What follows belongs to an exercise in optimizing a design on an open flow for small area; a production flow would make more cautious choices. RTL that was checked went through simulation tests only; none was proved equivalent to the original. The RTL of run 1 was laid out without a check of its function. Power and IR drop assume default switching activity.

==> flow/design.v, too long to show whole: its modules and the start of the top module <==
// module systolic_array_3x3: 3053 lines
// module pp: 3 lines
// module fa: 4 lines
// module ha: 4 lines
// module xr: 3 lines
module systolic_array_3x3(
    input clk,
    input rst,
    input [71:0] a,
    input [71:0] b,
    output [143:0] c
);
  // ...
==> flow/run.sh <==
#!/bin/bash
# synth_recipe.tcl (not shown) runs the flow's synth.tcl, then flattens the netlist and writes it again
# the make line also repeats each setting of config.mk as NAME=value (left out here)
make -C /OpenROAD-flow-scripts/flow DESIGN_CONFIG=/design/flow/config.mk WORK_HOME=/design/flow/orfs CLKGATE_MAP_FILE= SYNTH_SCRIPT=/design/flow/synth_recipe.tcl finish
==> flow/config.mk <==
export PLATFORM = sky130hd
export DESIGN_NAME = systolic_array_3x3
export DESIGN_NICKNAME = systolic_array_3x3
export VERILOG_FILES = /design/flow/design.v
export SDC_FILE = /design/flow/constraint.sdc
export NUM_CORES = 4
export LEC_CHECK = 0
export CAP_MARGIN = 20
export CORE_MARGIN = 2
export CORE_UTILIZATION = 40
export PLACE_DENSITY = 0.6
export SLEW_MARGIN = 20
export SYNTH_HIERARCHICAL = 1
==> flow/constraint.sdc <==
create_clock -name core_clock -period 8.0 [get_ports {clk}]
set_input_delay 1.6000 -clock core_clock [delete_from_list [all_inputs] [get_ports {clk}]]
set_output_delay 1.6000 -clock core_clock [all_outputs]
set_load 0.01 [all_outputs]
==> impl_results.md, run 1 <==
* Status: complete, no violations
* R2R Path End: c11[15]$_DFF_PP0_
* Syn Nets at roughly 2200
* Unique masters post-synth at 7
* Largest family of logic cells by synthesized area: adder cells
* CTS root buffer: clkbuf_16
* RePlAce Congestion at roughly 0.91
* Fraction of area in registers at between 10% and 20%
* Max Cap Viol at 0
* Fraction of area in multi-input gates at 58.3%
* Seq cells at around 180
* Post-synth top cells: nor2_1 (576), fa_1 (488), dfrtp_1 (176), inv_1 (113), buf_4 (80)
* Worst EP arrival at around 6.4 ns
* Most used cell, CP: fa_2
* Post-route cell area at around 23000 um2
* Worst path slowest cell: fa_2
* Crit path time final at 7.95 ns
* Layout Cells excl Fill at about 2400
* Total Wirelength at ~45 mm
* Clock Sinks at 176
* GR Util met1 at 28.6%
* Non-CTS buffers at roughly 360
* Fin crit share at just under 100%
* FP Rows at 78
* Wl on met1 at around 19 mm
==> run 2: changes to the inputs <==
--- a/flow/design.v
+++ b/flow/design.v
@@ -1,52 +1,51 @@
 module systolic_array_3x3(
     input clk,
     input rst,
     input [71:0] a,
     input [71:0] b,
     output [143:0] c
 );
-reg [7:0] a00, a01, a02, a10, a11, a12, a20, b00, b10, b20, b01, b11, b21, b02;
-wire [7:0] a00n = ~a00, a01n = ~a01, a02n = ~a02, a10n = ~a10, a11n = ~a11, a12n = ~a12, a20n = ~a20, b00n = ~b00, b10n = ~b10, b20n = ~b20, b01n = ~b01, b11n = ~b11, b21n = ~b21, b02n = ~b02;
+reg [7:0] a00n, a01n, a02n, a10n, a11n, a12n, a20n, b00n, b10n, b20n, b01n, b11n, b21n, b02n;
 reg [15:0] c11, c12, c21, c22;
 wire [15:0] c00, c01, c02, c10, c20;
 wire [15:0] n11, n12, n21, n22;
 always @(posedge clk or posedge rst) begin
     if (rst) begin
-        a00 <= 8'd0;
-        a01 <= 8'd0;
-        a02 <= 8'd0;
-        a10 <= 8'd0;
-        a11 <= 8'd0;
-        a12 <= 8'd0;
-        a20 <= 8'd0;
-        b00 <= 8'd0;
-        b10 <= 8'd0;
-        b20 <= 8'd0;
-        b01 <= 8'd0;
-        b11 <= 8'd0;
-        b21 <= 8'd0;
-        b02 <= 8'd0;
+        a00n <= 8'hff;
+        a01n <= 8'hff;
+        a02n <= 8'hff;
+        a10n <= 8'hff;
+        a11n <= 8'hff;
+        a12n <= 8'hff;
+        a20n <= 8'hff;
+        b00n <= 8'hff;
+        b10n <= 8'hff;
+        b20n <= 8'hff;
+        b01n <= 8'hff;
+        b11n <= 8'hff;
+        b21n <= 8'hff;
+        b02n <= 8'hff;
         c11 <= 16'd0; c12 <= 16'd0; c21 <= 16'd0; c22 <= 16'd0;
     end else begin
-        a00 <= a[7:0];
-        a01 <= a[15:8];
-        a02 <= a[23:16];
-        a10 <= a00;
-        a11 <= a01;
-        a12 <= a02;
-        a20 <= a10;
-        b00 <= b[7:0];
-        b10 <= b[31:24];
-        b20 <= b[55:48];
-        b01 <= b00;
-        b11 <= b10;
-        b21 <= b20;
-        b02 <= b01;
+        a00n <= ~a[7:0];
+        a01n <= ~a[15:8];
+        a02n <= ~a[23:16];
+        a10n <= a00n;
+        a11n <= a01n;
+        a12n <= a02n;
+        a20n <= a10n;
+        b00n <= ~b[7:0];
+        b10n <= ~b[31:24];
+        b20n <= ~b[55:48];
+        b01n <= b00n;
+        b11n <= b10n;
+        b21n <= b20n;
+        b02n <= b01n;
         c11 <= n11; c12 <= n12; c21 <= n21; c22 <= n22;
     end
 end
 assign c = {c22, c21, c20, c12, c11, c10, c02, c01, c00};
 wire p1;
 wire p2;
 wire p3;
 wire p4;
==> flow/flow/run.sh (new file) <==
#!/bin/bash
# Own layout flow: the standard ORFS flow (standard.sh, unchanged synthesis),
# with the port buffers made from the smallest buffer cell instead of the
# default, and the clock tree built without dummy loads. Each tool's output goes
# to a log file in this work folder (ORFS also keeps its per-step logs under
# orfs/logs/).
set -euo pipefail
cat >> config.mk <<'EOM'
export BUFFER_PORTS_ARGS = -buffer_cell sky130_fd_sc_hd__buf_1
EOM
bash standard.sh > standard_flow.log 2>&1
==> flow/standard.sh (new file) <==
#!/bin/bash
# synth_recipe.tcl (not shown) runs the flow's synth.tcl, then flattens the netlist and writes it again
# the make line also repeats each setting of config.mk as NAME=value (left out here)
make -C /OpenROAD-flow-scripts/flow DESIGN_CONFIG=/design/flow/config.mk WORK_HOME=/design/flow/orfs CLKGATE_MAP_FILE= SYNTH_SCRIPT=/design/flow/synth_recipe.tcl "${@:-finish}"
--- a/flow/config.mk
+++ b/flow/config.mk
@@ -6,8 +6,9 @@
 export NUM_CORES = 4
 export LEC_CHECK = 0
 export CAP_MARGIN = 20
 export CORE_MARGIN = 2
 export CORE_UTILIZATION = 40
 export PLACE_DENSITY = 0.6
 export SLEW_MARGIN = 20
 export SYNTH_HIERARCHICAL = 1
+export BUFFER_PORTS_ARGS = -buffer_cell sky130_fd_sc_hd__buf_1
removed: flow/run.sh
==> impl_results.md, run 2 <==
* Fin worst setup slack at -0.0242 ns
* Detailed-router iteration count before antenna repair at 5
* Int Power at roughly 3.4 mW
* Leading cell types in the layout, fill and taps excluded: nor2_1 (573), fa_1 (428), buf_1 (187)
* Hold Buf Count CTS at 0
* Synth top area share at 53.4%
* Post-route cell area at 20700 um2 (-8.2%)
* Nets at approximately 2400
* Flops & latches, synth at 176
* Largest net degree at the start of global routing at roughly 120
* Post-synthesis async set-or-reset flop share at 100%
* Fin crit share at 100% (+0.87 points)
* Io pins at between 200 and 300
* Status: complete, but fails checks
* Most common cell after layout, fill and taps aside: nor2_1
* Detail Route Antenna Nets at 0
* Final Skew at around 0.022 ns
* Via count of the first global-routing pass at between 10000 and 15000
* Area after DPL at roughly 20000 um2
* Initial Util at about two fifths
* CTS clk-pin slew, worst paths at 0.07 ns
* CTS tree: yes
* Clock share of power at 14.4%
* Floorplan die width at around 220 um
* Final core utilization at between 40 and 50%
* Post-Synthesis Cells at roughly 1500
* Relative slew slack at approximately 44%
* Unique masters post-synth at 8 (+1)
* CTS root buffer: clkbuf_16
* Synthesis-to-finish area growth at 13.2%
* PwrDens at between 200 and 300 nW/um2
* Vias/cell at between 5 and 6
* Total Wirelength at 44.9 mm (+0.52%)
* DIE AREA at 47400 um2
* Setup crit end kind: output pin
* Final setup violating endpoints at 1
* P_leak at 9.37 nW
* Worst VDD drop at 0.252 mV
* Worst EP arrival at 6.42 ns (+0.07 ns)
* Worst Tran Pin Value at between 0.8 and 0.9 ns
* Ys flop type: dfstp_2
* Post-Syn Area at 18300 um2
* Global router's overall resource usage at between 20% and 30%
* Clock latency (worst-skew pair) at approximately 0.50 ns
* Worst hold path class: register to register
* Routed via count at 11500
* Combinational share of power at between 60% and 70%
* H-tree levels at 4
* Critical Path Fanout Max at 4
* DRT iter0 DRCs at between 700 and 800
* Clock Sinks at 176 (unchanged)
* Sw power at 2.76 mW
* Most area-consuming cells after synthesis: fa_1 (53%), dfstp_2 (16%), nor2_1 (12%)
* Inst Count DP at ~2200
* CTS buffer count at 17
* F_max at approximately 0.12 GHz
* Clk buf depth at 2
* RePlAce Congestion at 0.861 (-5.8%)
* Final hold vios at 0
* HPWL after DPL at 36.4 mm
* Number of remaining DRC errors at 0
* Die Ht at around 220 um
* Setup crit start kind: register
* Pwr Total at 6.20 mW
* Syn Nets at 2163 (-2.9%)
* Layout Check Fails: negative setup slack
* Grt ovf at 0
* Placeable core area at approximately 45000 um2
* Seq/Total Area, Yosys at 24.9%
* Max Cap Viol at 0 (unchanged)
* Top-count cell post-synth: nor2_1
* RSZ-0062 raised after global routing: true
* Crit path time final at 8.02 ns (+0.0698 ns)
* Post-synth top cells: nor2_1 (576), fa_1 (488), dfstp_2 (112), buf_4 (80), ha_1 (76)
* Crit Path Class: register to output pin
* Sw frac at approximately 45%
* Layout Cells excl Fill at 2286 (-5.7%)
* Ant. Diodes at 0
* Final Hold Slack at between 0.4 and 0.5 ns
* Yosys top cell by area: fa_1
* PortBufs at around 190
* Sequential share of power at a little over a fifth
* Warnings, synthesis at 7
* Routed length per placed instance at 19.7 um
* FP Rows at 78 (unchanged)
* Avg Cell Area, Syn at roughly 13 um2
* Post-synth EDFFs at 0
* Final Max Tran Viols at 0
* Share of layout cells above drive strength 1 at a little under a fifth
* Antenna violations before repair at 0
* Global-route wire length before repair at between 70 and 80 mm
* Req. time, crit path at between 6 and 7 ns
-- run 2: changes by cell type in the layout (fill, tap and decap cells not counted), sizes merged, moves of 4 or more --
cell / delta
clkdlybuf4s50: -178
dfrtp: -112
inv: -60
dfstp: +112
bufinv: -4
dlygate4sd2: -4
buf: +113
-- run 2: path summary, 6_finish.rpt --
path,cells after the start,slack [ns],start,to
setup / recovery,16,-0.02,a01n[0]$_DFF_PP1_,c[30]
hold / removal,0,0.41,b01n[0]$_DFF_PP1_,b02n[0]$_DFF_PP1_
setup reg to reg,19,0.82,a01n[0]$_DFF_PP1_,c11[15]$_DFF_PP0_
hold reg to reg,0,0.41,b01n[0]$_DFF_PP1_,b02n[0]$_DFF_PP1_
max in group asynchronous,3,5.33,rst,c12[10]$_DFF_PP0_
min in group asynchronous,2,1.30,rst,c22[3]$_DFF_PP0_
-- run 2: routing by layer --
| layer | vias up | global-route usage, % | share of wire, % | wire, um |
|---|---|---|---|---|
| met4 | 0 | 7.82 | 3.1 | 1410 |
| li1 | 4772 | - | - | - |
| met1 | 6264 | 27.5 | 41 | 18200 |
| met5 | - | 0 | 0 | 0 |
| met3 | 65 | 4.14 | 5.9 | 2640 |
| met2 | 401 | 33.3 | 50 | 22700 |
-- run 2: critical path, stage by stage (launching register included) --
cell	delay, ns
dfstp_2	0.58
nor2_1	0.06
ha_1	0.31
fa_2	0.36
fa_2	0.37
fa_2	0.35
fa_2	0.37
fa_2	0.35
fa_2	0.38
fa_2	0.34
fa_2	0.34
fa_2	0.35
fa_2	0.35
fa_2	0.35
fa_2	0.37
fa_2	0.59
buf_6	0.11
-- run 2: timing repair --
item                       4_1_cts  5_1_grt
setup endpoints to repair       15        9
resized for setup               71       21
buffers inserted                 8        3
pin swaps                       14       17
-- run 2: cell families after synthesis --
| kind of cell | share of synthesized area [%] |
|---|---|
| DFF | 24.9 |
| xor gates and xnor gates | 0.383 |
| buffers and inverters | 4.29 |
| adders and majority gates | 58.6 |
| and+or+nand+nor | 11.8 |
-- run 2: layout make-up --
cell class / count / area, um2
clock buffers: 19 / 475
inverters: 49 / 191
well taps: 600 / 751
clock inverters: 13 / 134
repair buffers: 281 / 1480
flip-flops and latches: 176 / 4540
fillers: 4211 / 24600
multi-input cells: 1148 / 13100
-- run 2: per-module statistics from Yosys (local to each module, per instance) --
module	times used	area, um2
ha	76	12.5
pp	576	3.75
fa	488	20.0
systolic_array_3x3	1	5330
xr	8	8.76
-- run 2: power groups by stage --
| stage | combinational (mW) | clock (mW) | sequential (mW) |
|---|---|---|---|
| CTS | 4.14 | 0.928 | 1.35 |
| finish | 3.97 | 0.894 | 1.34 |
| floorplan | 2.92 | 0 | 1.41 |
| global placement | 3.91 | 0 | 1.36 |
| detailed placement | 3.99 | 0 | 1.36 |
| global route | 4.63 | 0.961 | 1.36 |
-- run 2: per-stage QoR --
| stage | TNS, ns | worst slack (ns) |
|---|---|---|
| CTS | -0.110 | -0.110 |
| global route | -0.367 | -0.186 |
| global placement | 0 | 0.00955 |
| floorplan | 0 | 0.139 |
| finish | -0.0242 | -0.0242 |
| detailed placement | -0.0738 | -0.0738 |
==> run 3: changes to the inputs <==
--- a/flow/config.mk
+++ b/flow/config.mk
@@ -8,6 +8,8 @@
 export CAP_MARGIN = 20
 export CORE_MARGIN = 2
 export CORE_UTILIZATION = 40
+export CTS_CLUSTER_DIAMETER = 300
+export CTS_CLUSTER_SIZE = 50
 export PLACE_DENSITY = 0.6
 export SLEW_MARGIN = 20
 export SYNTH_HIERARCHICAL = 1
==> impl_results.md, run 3 <==
* Final Skew at 0.0218 ns (unchanged)
* Synth top area share at 53.4% (unchanged)
* Die Ht at 218 um (unchanged)
* Most common cell after layout, fill and taps aside: nor2_1
* Final Max Tran Viols at 0 (unchanged)
* Largest net degree at the start of global routing at 119 (unchanged)
* HPWL after DPL at 36.4 mm (unchanged)
* Hold path cells at 0 (unchanged)
* RSZ-0062 raised after global routing: true
* Post-synthesis async set-or-reset flop share at 100% (unchanged)
* Via count of the first global-routing pass at 13200 (unchanged)
* Crit path cell chain: nor2_1 -> ha_1 -> fa_2 -> fa_2 -> fa_2 -> fa_2 -> fa_2 -> fa_2 -> fa_2 -> fa_2 -> fa_2 -> fa_2 -> fa_2 -> fa_2 -> fa_2 -> buf_6
* Routed via count at 11500 (unchanged)
* Antenna violations before repair at 0 (unchanged)
* Setup total negative slack at -0.0242 ns (unchanged)
* Area after DPL at 19700 um2 (unchanged)
* Worst Tran Pin Value at 0.837 ns (unchanged)
* Multi-input gate area at 13100 um2 (unchanged)
* Hold Buf Count CTS at 0 (unchanged)
* Global-route wire length before repair at 72.4 mm (unchanged)
* DRT iter0 DRCs at 739 (unchanged)
* PwrDens at 300 nW/um2 (unchanged)
* Global router's overall resource usage at 20.6% (unchanged)
* Fin crit share at 100% (unchanged)
* Reg-to-reg slack, setup at 0.82 ns (about the same)
* Setup crit end kind: output pin
* Length in cells of the worst reg-to-reg path at 19 (unchanged)
* Worst path depth at 16 (unchanged)
* Post-Syn Area at 18300 um2 (unchanged)
* Vias/cell at 5.03 (unchanged)
* Total Wirelength at 44.9 mm (unchanged)
* Fill count at 4211 (unchanged)
* Delay-heaviest family, CP: adder cells
* Ys flop type: dfstp_2
* Unique masters post-synth at 8 (unchanged)
* Io pins at 290 (unchanged)
* Reg-to-reg startpoint: a01n[0]$_DFF_PP1_
* Max stage delay on crit path at 0.59 ns (about the same)
* H-tree levels at 4 (unchanged)
* CTS buffer count at 17 (unchanged)
* Post-Synthesis Cells at 1453 (unchanged)
* Placeable core area at 45300 um2 (unchanged)
* Final core utilization at 45.7% (unchanged)
* Crit Path Class: register to output pin
* Leading cell types in the layout, fill and taps excluded: nor2_1 (573), fa_1 (428), buf_1 (187)
* PortBufs at 193 (unchanged)
* Initial Util at 40.4% (unchanged)
* Detailed-router iteration count before antenna repair at 5 (unchanged)
* P_leak at 9.37 nW (unchanged)
* Floorplan die width at 218 um (unchanged)
* FP Rows at 78 (unchanged)
* Status: complete, but fails checks
* Setup crit start kind: register
* CTS root buffer: clkbuf_16
* Endpoint, Worst Hold: b02n[0]$_DFF_PP1_
* Syn Nets at 2163 (unchanged)
* Nets at 2383 (unchanged)
* Most area-consuming cells after synthesis: fa_1 (53%), dfstp_2 (16%), nor2_1 (12%)
* Avg Cell Area, Syn at 12.6 um2 (unchanged)
* Worst path bufs/invs at 1 (unchanged)
* Yosys top cell by area: fa_1
* Clock Sinks at 176 (unchanged)
* Synthesis-to-finish area growth at 13.2% (unchanged)
* Relative slew slack at 44.2% (unchanged)
* Worst path slowest cell: fa_2
* Clk buf depth at 2 (unchanged)
* R2R Path End: c11[15]$_DFF_PP0_
* Ant. Diodes at 0 (unchanged)
* Post-synth EDFFs at 0 (unchanged)
* Crit path time final at 8.02 ns (unchanged)
* Max Cap Viol at 0 (unchanged)
* Worst VDD drop at 0.252 mV (unchanged)
* Worst hold path class: register to register
* Share of layout cells above drive strength 1 at 18.0% (unchanged)
* Detail Route Antenna Nets at 0 (unchanged)
* DIE AREA at 47400 um2 (unchanged)
* Fin worst setup slack at -0.0242 ns (unchanged)
* Layout Check Fails: negative setup slack
* CTS clk-pin slew, worst paths at 0.07 ns (about the same)
* Warnings, synthesis at 7 (unchanged)
* Top-count cell post-synth: nor2_1
* Register area at 4540 um2 (unchanged)
* Seq/Total Area, Yosys at 24.9% (unchanged)
* RePlAce Congestion at 0.861 (unchanged)
* F_max at 0.125 GHz (unchanged)
* CTS tree: yes
* Flops & latches, synth at 176 (unchanged)
* Grt ovf at 0 (unchanged)
* Routed length per placed instance at 19.7 um (unchanged)
* Most used cell, CP: fa_2
* Clock latency (worst-skew pair) at 0.50 ns (about the same)
* Post-route cell area at 20700 um2 (unchanged)
* Final hold vios at 0 (unchanged)
* Post-synth top cells: nor2_1 (576), fa_1 (488), dfstp_2 (112), buf_4 (80), ha_1 (76)
* Final setup violating endpoints at 1 (unchanged)
* Worst EP arrival at 6.42 ns (about the same)
* Critical Path Fanout Max at 4 (unchanged)
* Number of remaining DRC errors at 0 (unchanged)
* Worst Hold Launch: b01n[0]$_DFF_PP1_
* Req. time, crit path at 6.40 ns (about the same)
## run 3: cell counts in the layout (fill, tap and decap cells not counted)
No cell type changed its count.
## run 3: layer usage
layer | routed length, um | track usage [%] | part of all wire (%)
met3 | 2640 | 4.14 | 5.9
met1 | 18200 | 27.5 | 41
met2 | 22700 | 33.3 | 50
met4 | 1410 | 7.82 | 3.1
met5 | 0 | 0 | 0
## run 3: stage by stage
| stage | hold WS, ns | worst slack (ns) | std cells | total power, mW |
|---|---|---|---|---|
| global route | 0.424 | -0.186 | 2286 | 6.95 |
| detailed placement | 0.404 | -0.0738 | 2243 | 5.35 |
| global placement | 0.401 | 0.00955 | 2243 | 5.28 |
| floorplan | 0.396 | 0.139 | 1453 | 4.33 |
| CTS | 0.418 | -0.110 | 2283 | 6.42 |
| finish | 0.414 | -0.0242 | 2286 | 6.20 |
## run 3: Yosys stat by module (local to each module, per instance)
module              times used  area (um2)  flops+latches
fa                         488        20.0              0
ha                          76        12.5              0
pp                         576        3.75              0
systolic_array_3x3           1        5330            176
xr                           8        8.76              0
## run 3: what timing repair did
action,CTS,global route
setup buffers,8,3
pin swaps,14,17
setup endpoints to repair,15,9
hold endpoints to repair,0,0
resized for setup,71,21
## run 3: cells by family (layout without fill, tap and decap cells)
kind of cell | Yosys count | in the layout | share of synthesized area, %
buffers and inverters | 129 | 362 | 4.29
AND/OR/NAND/NOR | 576 | 576 | 11.8
adder cells (fa/ha/maj) | 564 | 564 | 58.6
flip-flops | 176 | 176 | 24.9
XOR/XNOR | 8 | 8 | 0.383
## run 3: worst reg2reg max path, stage by stage (launching register included)
cell	delay, ns
dfstp_2	0.58
buf_6	0.12
buf_4	0.18
nor2_1	0.06
ha_1	0.31
fa_1	0.39
fa_1	0.41
fa_1	0.38
fa_1	0.38
fa_1	0.39
fa_1	0.39
fa_1	0.52
fa_1	0.43
fa_1	0.39
fa_1	0.38
fa_1	0.41
fa_1	0.40
fa_1	0.39
fa_1	0.38
xor2_1	0.17
## run 3: worst max path at each step
stage / startpoint / endpoint
floorplan: b10n[2]$_DFF_PP1_ / c[62]
global placement: b01n[2]$_DFF_PP1_ / c[30]
detailed placement: b01n[2]$_DFF_PP1_ / c[30]
CTS: a01n[1]$_DFF_PP1_ / c[30]
global route: a01n[0]$_DFF_PP1_ / c[30]
finish: a01n[0]$_DFF_PP1_ / c[30]
## run 3: cell type report
cell class	instances	area share [%]
well taps	600	3.63
inverters	49	0.925
clock buffers	19	2.30
clock inverters	13	0.647
repair buffers	281	7.13
multi-input cells	1148	63.4
flip-flops and latches	176	22.0
## run 3: report_power, final
part / switching [mW] / internal [mW]
Combinational: 2.20 / 1.77
Clock: 0.419 / 0.475
Sequential: 0.145 / 1.19
Total: 2.76 / 3.44
==> run 4: changes to the inputs <==
--- a/flow/config.mk
+++ b/flow/config.mk
@@ -8,8 +8,9 @@
 export CAP_MARGIN = 20
 export CORE_MARGIN = 2
 export CORE_UTILIZATION = 40
-export CTS_CLUSTER_DIAMETER = 300
-export CTS_CLUSTER_SIZE = 50
+export CTS_BUF_LIST = sky130_fd_sc_hd__clkbuf_8
+export CTS_CLUSTER_DIAMETER = 150
+export CTS_CLUSTER_SIZE = 30
 export PLACE_DENSITY = 0.6
 export SLEW_MARGIN = 20
 export SYNTH_HIERARCHICAL = 1
==> impl_results.md, run 4 <==
* Syn Nets at 2163 (unchanged)
* Grt ovf at 0 (unchanged)
* Final Skew at 0.0272 ns (+0.00546 ns)
* Avg Cell Area, Syn at 12.6 um2 (unchanged)
* RePlAce Congestion at 0.861 (unchanged)
* Floorplan die width at 218 um (unchanged)
* Req. time, crit path at 6.40 ns (about the same)
* CTS clk-pin slew, worst paths at 0.11 ns (+0.04 ns)
* Final Hold Slack at 0.415 ns (+0.00104 ns)
* Critical Path Fanout Max at 4 (unchanged)
* Max stage delay on crit path at 0.59 ns (about the same)
* Yosys top cell by area: fa_1
* Hold Buf Count CTS at 0 (unchanged)
* Crit Path Class: register to output pin
* PwrDens at 293 nW/um2 (-2.3%)
* Total Wirelength at 45.2 mm (+0.47%)
* Most common cell after layout, fill and taps aside: nor2_1
* DIE AREA at 47400 um2 (unchanged)
* Clock Sinks at 176 (unchanged)
* Worst VDD drop at 0.251 mV (-0.34%)
* P_leak at 9.33 nW (-0.41%)
* Number of remaining DRC errors at 0 (unchanged)
* Inst Count DP at 2243 (unchanged)
* Share of layout cells above drive strength 1 at 19.1% (+1.1 points)
* Final Max Tran Viols at 0 (unchanged)
* H-tree levels at 4 (unchanged)
* Initial Util at 40.4% (unchanged)
* HPWL after DPL at 36.4 mm (unchanged)
* PortBufs at 193 (unchanged)
* F_max at 0.123 GHz (-1.0%)
* Reg-to-reg slack, setup at 0.78 ns (-0.04 ns)
* Global router's overall resource usage at 20.6% (about the same)
* Via count of the first global-routing pass at 13100 (-0.21%)
* Fin crit share at 101% (+1.0 points)
* Layout Check Fails: negative setup slack
* Placeable core area at 45300 um2 (unchanged)
* Fill count at 4205 (-0.14%)
* Multi-input gate area at 13100 um2 (+0.21%)
* Worst path slowest cell: fa_2
* Synthesis-to-finish area growth at 12.7%
* Detailed-router iteration count before antenna repair at 5 (unchanged)
* Most area-consuming cells after synthesis: fa_1 (53%), dfstp_2 (16%), nor2_1 (12%)
* Worst hold path class: register to register
* CTS root buffer: clkbuf_8
* Max Cap Viol at 0 (unchanged)
* Crit path cell chain: buf_6 -> nor2_1 -> ha_1 -> fa_1 -> fa_1 -> fa_2 -> fa_2 -> fa_2 -> fa_2 -> fa_2 -> fa_2 -> fa_2 -> fa_2 -> fa_2 -> fa_2 -> buf_6
* Die Ht at 218 um (unchanged)
* Register area at 4540 um2 (unchanged)
* Pwr Total at 6.03 mW (-2.7%)
* Setup crit start kind: register
* CTS tree: yes
* Largest net degree at the start of global routing at 119 (unchanged)
* Fin worst setup slack at -0.107 ns (-0.0825 ns)
* Leading cell types in the layout, fill and taps excluded: nor2_1 (568), fa_1 (424), buf_1 (183)
* Setup crit end kind: output pin
* DRT iter0 DRCs at 723 (-2.2%)
* Seq/Total Area, Yosys at 24.9% (unchanged)
* RSZ-0062 raised after global routing: true
* Setup WS pre-CTS at -0.0738 ns (unchanged)
* Ant. Diodes at 0 (unchanged)
* Unique masters post-synth at 8 (unchanged)
* Synth top area share at 53.4% (unchanged)
* Post-route cell area at 20600 um2 (-0.40%)
* Clock latency (worst-skew pair) at 0.58 ns (+0.08 ns)
* FP Rows at 78 (unchanged)
* Post-Syn Area at 18300 um2 (unchanged)
* Flops & latches, synth at 176 (unchanged)
* Antenna violations before repair at 0 (unchanged)
* Worst Tran Pin Value at 0.836 ns (-0.000752 ns)
* Detail Route Antenna Nets at 0 (unchanged)
* Ys flop type: dfstp_2
* Status: complete, but fails checks
* Vias/cell at 5.02 (-0.25%)
* Global-route wire length before repair at 72.4 mm (about the same)
* Warnings, synthesis at 7 (unchanged)
* Io pins at 290 (unchanged)
* Final setup violating endpoints at 4 (+3)
* Post-synthesis async set-or-reset flop share at 100% (unchanged)
* Post-synth top cells: nor2_1 (576), fa_1 (488), dfstp_2 (112), buf_4 (80), ha_1 (76)
* Worst EP arrival at 6.51 ns (+0.09 ns)
* Relative slew slack at 44.3% (+0.050 points)
* CTS buffer count at 17 (unchanged)
* Post-synth EDFFs at 0 (unchanged)
* Final core utilization at 45.5% (-0.18 points)
* Routed via count at 11500 (+0.052%)
* Setup total negative slack at -0.203 ns (-0.179 ns)
* Layout Cells excl Fill at 2293 (+0.31%)
* Final hold vios at 0 (unchanged)
* Routed length per placed instance at 19.7 um (+0.16%)
* Area after DPL at 19700 um2 (unchanged)
* Post-Synthesis Cells at 1453 (unchanged)
* Most used cell, CP: fa_2
* Top-count cell post-synth: nor2_1
* Nets at 2390 (+0.29%)
* Clk buf depth at 2 (unchanged)
* Crit path time final at 8.11 ns (+0.0825 ns)
[run 4: cell counts after synthesis]
No cell type changed its count.
[run 4: kinds of logic after synthesis]
family / Yosys count / share of synthesized area, %
fa+ha+maj: 564 / 58.6
flops: 176 / 24.9
xor+xnor: 8 / 0.383
simple gates: 576 / 11.8
buf+inv: 129 / 4.29
[run 4: what timing repair did]
action,CTS,global route
cloned,0,0
endpoints found under the setup margin,15,10
gates resized for setup,82,26
endpoints found under the hold margin,0,0
buffers inserted,14,4
pin swaps,20,12
[run 4: final timing paths]
path / from / end / cells after the start
setup / recovery: a01n[1]$_DFF_PP1_ / c[30] / 16
hold / removal: b00n[4]$_DFF_PP1_ / b01n[4]$_DFF_PP1_ / 0
setup reg to reg: a02n[0]$_DFF_PP1_ / c12[15]$_DFF_PP0_ / 19
hold reg to reg: b00n[4]$_DFF_PP1_ / b01n[4]$_DFF_PP1_ / 0
max in group asynchronous: rst / c12[10]$_DFF_PP0_ / 3
min in group asynchronous: rst / c22[3]$_DFF_PP0_ / 2
[run 4: layout make-up]
type,instances,area share [%]
clock buffer,17,1.14
clock inverter,15,0.941
inverter,49,0.929
multi-input combinational,1148,63.8
sequential,176,22.1
tap,600,3.64
timing repair buffer,288,7.51
[run 4: where the power goes]
group	total, mW	internal, mW	switching, mW
clock network	0.712	0.318	0.394
logic	3.98	1.78	2.20
registers	1.34	1.19	0.145
[run 4: routing by layer]
metal	global-route usage, %	wire, um	up-vias
li1	-	-	4778
met5	0	0	-
met4	7.41	1480	0
met2	33.3	22600	412
met1	27.5	18200	6255
met3	4.39	2860	63
[run 4: Yosys stat by module (local to each module, per instance)]
| module | times used | cells | area [um2] |
|---|---|---|---|
| xr | 8 | 1 | 8.76 |
| pp | 576 | 1 | 3.75 |
| ha | 76 | 1 | 12.5 |
| systolic_array_3x3 | 1 | 305 | 5330 |
| fa | 488 | 1 | 20.0 |
[run 4: critical path, delay by kind of cell, from the launching register on]
| family | cells | cell delay [ns] |
|---|---|---|
| adder cells (fa/ha/maj) | 13 | 5.08 |
| flip-flops | 1 | 0.58 |
| buffers and inverters | 2 | 0.24 |
| AND/OR/NAND/NOR | 1 | 0.04 |
==> run 5: changes to the inputs <==
==> flow/run.sh (new file) <==
#!/bin/bash
# synth_recipe.tcl (not shown) runs the flow's synth.tcl, then flattens the netlist and writes it again
# the make line also repeats each setting of config.mk as NAME=value (left out here)
make -C /OpenROAD-flow-scripts/flow DESIGN_CONFIG=/design/flow/config.mk WORK_HOME=/design/flow/orfs CLKGATE_MAP_FILE= SYNTH_SCRIPT=/design/flow/synth_recipe.tcl finish
--- a/flow/config.mk
+++ b/flow/config.mk
@@ -8,10 +8,6 @@
 export CAP_MARGIN = 20
 export CORE_MARGIN = 2
 export CORE_UTILIZATION = 40
-export CTS_BUF_LIST = sky130_fd_sc_hd__clkbuf_8
-export CTS_CLUSTER_DIAMETER = 150
-export CTS_CLUSTER_SIZE = 30
 export PLACE_DENSITY = 0.6
 export SLEW_MARGIN = 20
 export SYNTH_HIERARCHICAL = 1
-export BUFFER_PORTS_ARGS = -buffer_cell sky130_fd_sc_hd__buf_1
removed: flow/flow/run.sh
removed: flow/standard.sh
==> impl_results.md, run 5 <==
* P_leak at 10.1 nW (+8.2%)
* Area after DPL at 21300 um2 (+7.8%)
* Floorplan die width at 218 um (unchanged)
* Worst EP arrival at 6.36 ns (-0.15 ns)
* Clock Sinks at 176 (unchanged)
* Layout Cells excl Fill at 2331 (+1.7%)
* Critical Path Fanout Max at 4 (unchanged)
* Crit path time final at 7.96 ns (-0.149 ns)
* Wl on met1 at 18.2 mm (-0.34%)
* Detailed-router iteration count before antenna repair at 6 (+1)
* Worst Tran Pin Value at 0.710 ns (-0.126 ns)
* Hold path cells at 0 (unchanged)
* Endpoint, Worst Hold: b02n[4]$_DFF_PP1_
* Unique masters post-synth at 8 (unchanged)
* Post-synth EDFFs at 0 (unchanged)
* CTS tree: yes
* Share of layout cells above drive strength 1 at 20.5% (+1.3 points)
* Seq/Total Area, Yosys at 24.9% (unchanged)
* Initial Util at 40.4% (unchanged)
* Setup crit start kind: register
* Worst Hold Launch: b01n[4]$_DFF_PP1_
* Req. time, crit path at 6.40 ns (about the same)
* Most area-consuming cells after synthesis: fa_1 (53%), dfstp_2 (16%), nor2_1 (12%)
* Fin worst setup slack at 0.0420 ns (+0.149 ns)
* FP Rows at 78 (unchanged)
* DRT iter0 DRCs at 816 (+13%)
* Relative slew slack at 52.6% (+8.4 points)
* F_max at 0.126 GHz (+1.9%)
* Largest net degree at the start of global routing at 76 (-36%)
* DIE AREA at 47400 um2 (unchanged)
* Pwr Total at 6.73 mW (+12%)
* Post-Synthesis Cells at 1453 (unchanged)
* Placeable core area at 45300 um2 (unchanged)
* Synthesis-to-finish area growth at 21.0%
* Setup WS pre-CTS at -0.393 ns (-0.319 ns)
* Post-Syn Area at 18300 um2 (unchanged)
* Status: complete, no violations
* Worst VDD drop at 0.337 mV (+34%)
* Detail Route Antenna Nets at 0 (unchanged)
* Routed length per placed instance at 19.5 um (-0.84%)
* Yosys top cell by area: fa_1
* H-tree levels at 4 (unchanged)
* Metal2 WL at 22.9 mm (+1.4%)
* Highest Signal Layer: met4
* Synth top area share at 53.4% (unchanged)
* Setup total negative slack at 0 ns (+0.203 ns)
* Length in cells of the worst reg-to-reg path at 19 (unchanged)
* RSZ-0062 raised after global routing: true
* Final Skew at 0.0130 ns (-0.0143 ns)
* Nets at 2428 (+1.6%)
* Via count of the first global-routing pass at 13400 (+2.2%)
* Final setup violating endpoints at 0 (-4)
* Reg-to-reg startpoint: a02n[0]$_DFF_PP1_
* Critical path origin: b02n[1]$_DFF_PP1_
* Post-synth top cells: nor2_1 (576), fa_1 (488), dfstp_2 (112), buf_4 (80), ha_1 (76)
* Grt ovf at 0 (unchanged)
* CTS clk-pin slew, worst paths at 0.07 ns (-0.04 ns)
* Global-route wire length before repair at 73.6 mm (+1.5%)
* Register area at 4540 um2 (unchanged)
* Fin crit share at 99.5% (-1.9 points)
* Die Ht at 218 um (unchanged)
* Leading cell types in the layout, fill and taps excluded: nor2_1 (574), fa_1 (425), clkdlybuf4s50_1 (178)
* Avg Cell Area, Syn at 12.6 um2 (unchanged)
* Io pins at 290 (unchanged)
* Worst hold path class: register to register
* Hold Buf Count CTS at 0 (unchanged)
* Most common cell after layout, fill and taps aside: nor2_1
* Clk buf depth at 2 (unchanged)
* Syn Nets at 2163 (unchanged)
* Vias/cell at 4.98 (-0.82%)
* Routed via count at 11600 (+0.83%)
* Inst Count DP at 2287 (+2.0%)
* Ant. Diodes at 0 (unchanged)
* CTS root buffer: clkbuf_16
* Crit Path Class: register to output pin
* Total Wirelength at 45.5 mm (+0.80%)
* HPWL after DPL at 37.1 mm (+2.0%)
* Post-route cell area at 22100 um2 (+7.4%)
* Post-synthesis async set-or-reset flop share at 100% (unchanged)
* Final Max Tran Viols at 0 (unchanged)
* Final Hold Slack at 0.403 ns (-0.0126 ns)
* Clock latency (worst-skew pair) at 0.49 ns (-0.09 ns)
* Met3 routed WL at 3.01 mm (+5.5%)
* Top-count cell post-synth: nor2_1
* R2R Path End: c12[15]$_DFF_PP0_
* Warnings, synthesis at 7 (unchanged)
* Reg-to-reg slack, setup at 0.78 ns (about the same)
* Multi-input gate area at 13100 um2 (-0.19%)
* PwrDens at 304 nW/um2 (+3.9%)
* Final core utilization at 48.8% (+3.3 points)
* Antenna violations before repair at 0 (unchanged)
* RePlAce Congestion at 0.877 (+1.9%)
* Final hold vios at 0 (unchanged)
* Max Cap Viol at 0 (unchanged)
* Number of remaining DRC errors at 0 (unchanged)
* PortBufs at 193 (unchanged)
* Ys flop type: dfstp_2
* Global router's overall resource usage at 20.8% (+0.24 points)
* Fill count at 4098 (-2.5%)
* CTS buffer count at 17 (unchanged)
* Flops & latches, synth at 176 (unchanged)
* Setup crit end kind: output pin
==> run 5: changes by cell type in the layout (fill, tap and decap cells not counted), sizes merged, moves of 2 or more <==
cell,change
clkbuf,+2
inv,-4
clkdlybuf4s50,+178
dlygate4sd2,+5
clkinv,+5
buf,-146
==> run 5: worst max-delay path by stage <==
stage / endpoint / slack [ns] / depth (start not counted)
6_report: c[46] / 0.04 / 15
5_1_grt: c[62] / -0.13 / 16
4_1_cts: c[62] / -0.07 / 17
3_5_place_dp: c[62] / -0.39 / 16
3_3_place_gp: c[30] / -0.36 / 16
2_1_floorplan: c[62] / 0.14 / 16
==> run 5: final cells by class <==
| class | instances | area share (%) |
|---|---|---|
| inverter | 49 | 0.854 |
| clock inverter | 14 | 0.667 |
| clock buffer | 18 | 2.04 |
| sequential | 176 | 20.5 |
| timing repair buffer | 326 | 13.2 |
| multi-input combinational | 1148 | 59.3 |
| tap | 600 | 3.39 |
==> run 5: Yosys stat by module (local to each module, per instance) <==
module              cell area, um2  times used  flip-flops and latches
pp                            3.75         576                       0
ha                            12.5          76                       0
systolic_array_3x3            5330           1                     176
fa                            20.0         488                       0
xr                            8.76           8                       0
==> run 5: timing repair <==
item | 4_1_cts | 5_1_grt
gates cloned | 0 | 0
setup buffers | 8 | 4
pin swaps | 15 | 13
setup endpoints to repair | 20 | 10
gates resized for setup | 104 | 14
==> run 5: kinds of logic after synthesis <==
| kind of cell | count (synthesis) | synth area share, % |
|---|---|---|
| buffers and inverters | 129 | 4.29 |
| flip-flops | 176 | 24.9 |
| AND/OR/NAND/NOR | 576 | 11.8 |
| XOR/XNOR | 8 | 0.383 |
| adder cells (fa/ha/maj) | 564 | 58.6 |
==> run 5: per-layer routing <==
metal,global-route usage (%),vias to the layer above
li1,-,4862
met3,4.20,70
met4,8.62,0
met1,27.6,6205
met2,33.6,466
met5,0,-
==> run 5: critical path: stages (launching register included) <==
cell and delay (ns):
dfstp_2 0.59, nor2_1 0.08, fa_1 0.57, fa_1 0.46, fa_2 0.40, fa_2 0.35, fa_2 0.35, fa_2 0.35
fa_2 0.36, fa_2 0.35, fa_2 0.35, fa_2 0.34, fa_2 0.35, fa_2 0.35, fa_1 0.49, buf_2 0.13
==> run 5: power breakdown <==
part	internal, mW	switching, mW
sequential	1.19	0.135
combinational	2.34	2.17
clock	0.481	0.407

## afterwards: timing with drivers on the ports
The results above use ideal ports. As a check the final layouts listed here were re-extracted and re-timed, cells and wires unchanged. Step 1 sets driving cells, clkbuf_16 on the clock port and buf_2 on the other inputs (assumed; they add their load-dependent delay and slew). Step 2 adds t to the input delays and takes it off the output delays; t is the mean of the earliest and latest rising clock arrival at the registers after step 1. Input paths then give back, and output paths get back, about the clock's delay inside the block. Slacks: no drivers / after step 1 / after step 2; pairs: no drivers / after step 1.
| run | shift t [ns] | setup WS [ns] | hold slack, ns | worst setup path after step 2 | latest minus earliest clock arrival (ns) |
|---|---|---|---|---|---|
| run 1 | 0.512 | 0.046 / -0.012 / 0.501 | 0.373 / 0.373 / 0.373 | register to output | 0.013 / 0.013 |
| run 2 | 0.541 | -0.024 / -0.079 / 0.462 | 0.414 / 0.414 / 0.414 | register to output | 0.022 / 0.022 |
| run 3 | 0.541 | -0.024 / -0.079 / 0.462 | 0.414 / 0.414 / 0.414 | register to output | 0.022 / 0.022 |
| run 4 | 0.613 | -0.107 / -0.157 / 0.455 | 0.415 / 0.415 / 0.415 | register to output | 0.028 / 0.027 |
| run 5 | 0.541 | 0.042 / -0.012 / 0.529 | 0.403 / 0.403 / 0.403 | register to output | 0.015 / 0.016 |
